This is an optimization exercise on Yosys and OpenROAD, whose aim is small area, not a production implementation.
Where RTL was checked, it was by simulation tests only, not by an equivalence proof against the original.

==> job 8161 <==
## Top
module Top #(
    parameter DEPTH = 16,   
    parameter PTR_LEN = 4,
    parameter WIDTH = 3, 
    parameter SCAN_LINES = 2,   
    parameter file_A_LUT = "Transducer_A.mem", 
    parameter file_B_LUT = "Transducer_B.mem"
)(
    input Clk, 
    input [PTR_LEN-1:0] focal_point, 
    input read_en_fifo_A, 
    input write_en_fifo_A, 
    input read_en_fifo_B, 
    input write_en_fifo_B,
    input [WIDTH-1:0] write_data_fifo_A,
    input [WIDTH-1:0] write_data_fifo_B,
    input reset, 
    output [WIDTH+1:0] output_data, 
    output fifo_A_empty, 
    output fifo_B_empty, 
    output fifo_B_full, 
    output fifo_A_full 
    );
Settings: LEC_CHECK=0, CAP_MARGIN=20, CORE_MARGIN=2, CORE_UTILIZATION=40, SLEW_MARGIN=20; clock period 6.0 ns.
run.sh (not shown) runs the stock make flow with config.mk's settings and CLKGATE_MAP_FILE= SYNTH_SCRIPT=/design/flow/synth_recipe.tcl, a recipe that flattens the netlist after the stock synthesis.
==> job 5431: changes against job 8161 <==
--- a/flow/design.v
+++ b/flow/design.v
@@ -141,57 +141,70 @@
 assign bank_Y[7] = image_storage[14];
 wire [3:0] sum_X = bank_X[pos_X] + add_X;
 wire [3:0] sum_Y = bank_Y[pos_Y] + add_Y;
 wire we_X = acc & wr_X;
 wire we_Y = acc & wr_Y;
-wire [3:0] wd_X = sum_X & {4{~reset}};
-wire [3:0] wd_Y = sum_Y & {4{~reset}};
-always @(posedge Clk)   
-    if (reset | (we_X & (pos_X == 3'd0))) image_storage[0] <= wd_X;
-always @(posedge Clk)   
-    if (reset | (we_Y & (pos_Y == 3'd0))) image_storage[1] <= wd_Y;
-always @(posedge Clk)   
-    if (reset | (we_X & (pos_X == 3'd1))) image_storage[2] <= wd_X;
-always @(posedge Clk)   
-    if (reset | (we_Y & (pos_Y == 3'd1))) image_storage[3] <= wd_Y;
-always @(posedge Clk)   
-    if (reset | (we_Y & (pos_Y == 3'd2))) image_storage[4] <= wd_Y;
-always @(posedge Clk)   
-    if (reset | (we_X & (pos_X == 3'd2))) image_storage[5] <= wd_X;
-always @(posedge Clk)   
-    if (reset | (we_Y & (pos_Y == 3'd3))) image_storage[6] <= wd_Y;
-always @(posedge Clk)   
-    if (reset | (we_X & (pos_X == 3'd3))) image_storage[7] <= wd_X;
-always @(posedge Clk)   
-    if (reset | (we_Y & (pos_Y == 3'd4))) image_storage[8] <= wd_Y;
-always @(posedge Clk)   
-    if (reset | (we_X & (pos_X == 3'd4))) image_storage[9] <= wd_X;
-always @(posedge Clk)   
-    if (reset | (we_Y & (pos_Y == 3'd5))) image_storage[10] <= wd_Y;
-always @(posedge Clk)   
-    if (reset | (we_X & (pos_X == 3'd5))) image_storage[11] <= wd_X;
-always @(posedge Clk)   
-    if (reset | (we_X & (pos_X == 3'd6))) image_storage[12] <= wd_X;
-always @(posedge Clk)   
-    if (reset | (we_Y & (pos_Y == 3'd6))) image_storage[13] <= wd_Y;
-always @(posedge Clk)   
-    if (reset | (we_Y & (pos_Y == 3'd7))) image_storage[14] <= wd_Y;
-always @(posedge Clk)   
-    if (reset | (we_X & (pos_X == 3'd7))) image_storage[15] <= wd_X;
-reg [3:0] read_point;
+always @(posedge Clk)   
+    if (reset) image_storage[0] <= 0;
+    else if (we_X && pos_X == 3'd0) image_storage[0] <= sum_X;
+always @(posedge Clk)   
+    if (reset) image_storage[1] <= 0;
+    else if (we_Y && pos_Y == 3'd0) image_storage[1] <= sum_Y;
+always @(posedge Clk)   
+    if (reset) image_storage[2] <= 0;
+    else if (we_X && pos_X == 3'd1) image_storage[2] <= sum_X;
+always @(posedge Clk)   
+    if (reset) image_storage[3] <= 0;
+    else if (we_Y && pos_Y == 3'd1) image_storage[3] <= sum_Y;
+always @(posedge Clk)   
+    if (reset) image_storage[4] <= 0;
+    else if (we_Y && pos_Y == 3'd2) image_storage[4] <= sum_Y;
+always @(posedge Clk)   
+    if (reset) image_storage[5] <= 0;
+    else if (we_X && pos_X == 3'd2) image_storage[5] <= sum_X;
+always @(posedge Clk)   
+    if (reset) image_storage[6] <= 0;
+    else if (we_Y && pos_Y == 3'd3) image_storage[6] <= sum_Y;
+always @(posedge Clk)   
+    if (reset) image_storage[7] <= 0;
+    else if (we_X && pos_X == 3'd3) image_storage[7] <= sum_X;
+always @(posedge Clk)   
+    if (reset) image_storage[8] <= 0;
+    else if (we_Y && pos_Y == 3'd4) image_storage[8] <= sum_Y;
+always @(posedge Clk)   
+    if (reset) image_storage[9] <= 0;
+    else if (we_X && pos_X == 3'd4) image_storage[9] <= sum_X;
+always @(posedge Clk)   
+    if (reset) image_storage[10] <= 0;
+    else if (we_Y && pos_Y == 3'd5) image_storage[10] <= sum_Y;
+always @(posedge Clk)   
+    if (reset) image_storage[11] <= 0;
+    else if (we_X && pos_X == 3'd5) image_storage[11] <= sum_X;
+always @(posedge Clk)   
+    if (reset) image_storage[12] <= 0;
+    else if (we_X && pos_X == 3'd6) image_storage[12] <= sum_X;
+always @(posedge Clk)   
+    if (reset) image_storage[13] <= 0;
+    else if (we_Y && pos_Y == 3'd6) image_storage[13] <= sum_Y;
+always @(posedge Clk)   
+    if (reset) image_storage[14] <= 0;
+    else if (we_Y && pos_Y == 3'd7) image_storage[14] <= sum_Y;
+always @(posedge Clk)   
+    if (reset) image_storage[15] <= 0;
+    else if (we_X && pos_X == 3'd7) image_storage[15] <= sum_X;
 always @(posedge Clk) begin
     if (reset) begin
-        read_point <= 0;
+        output_data <= 0;
         extra_clock <= 0;
     end
     else if (acc) begin
         if (fifo_empty_A_in | fifo_empty_B_in)
             extra_clock <= 1;
-        read_point <= focal_point;
-    end
-end
-always @* output_data = image_storage[read_point];
+        output_data <= (wr_X && focal_point == ent_X) ? sum_X :
+                       (wr_Y && focal_point == ent_Y) ? sum_Y : image_storage[focal_point];
+    end
+end
 endmodule
 `timescale 1ns / 1ps
 module Top #(
     parameter DEPTH = 16,   
     parameter PTR_LEN = 4,
==> summary.txt <==
- In job 5431 the via count is higher than in job 8161, by about 15%.
- In job 8161 the worst hold slack is higher than in job 5431, by 0.013 ns.
- Die area: job 5431 is larger than job 8161 (6.0%).
- In job 8161 the non-clock buffer count is lower than in job 5431, by 3.
- Against job 5431, the design area of job 8161 is lower by about 5.6%.
Only the layout flow was run in job 8161; the RTL was not checked for function there.

[afterwards: timing with drivers on the ports]
The results above use ideal ports. As a check the final layouts listed here were re-extracted and re-timed, cells and wires unchanged.
Step 1: set_driving_cell puts a clkbuf_16 on Clk and a buf_2 on each other input, an assumption about the parent block.
Step 2 adds t to the input delays and takes it off the output delays; t is the mean of the earliest and latest rising clock arrival at the registers after step 1. Input paths then give back, and output paths get back, about the clock's delay inside the block.
Three values: ideal, step 1, step 2; two values: the first two.
run | t (ns) | setup WS [ns] | cell pins on the clock port's net
job 8161 | 0.486 | 1.225 / 1.225 / 1.225 | 1
job 5431 | 0.489 | 1.296 / 1.296 / 1.296 | 1
After both steps setup and hold are still met in every run listed.
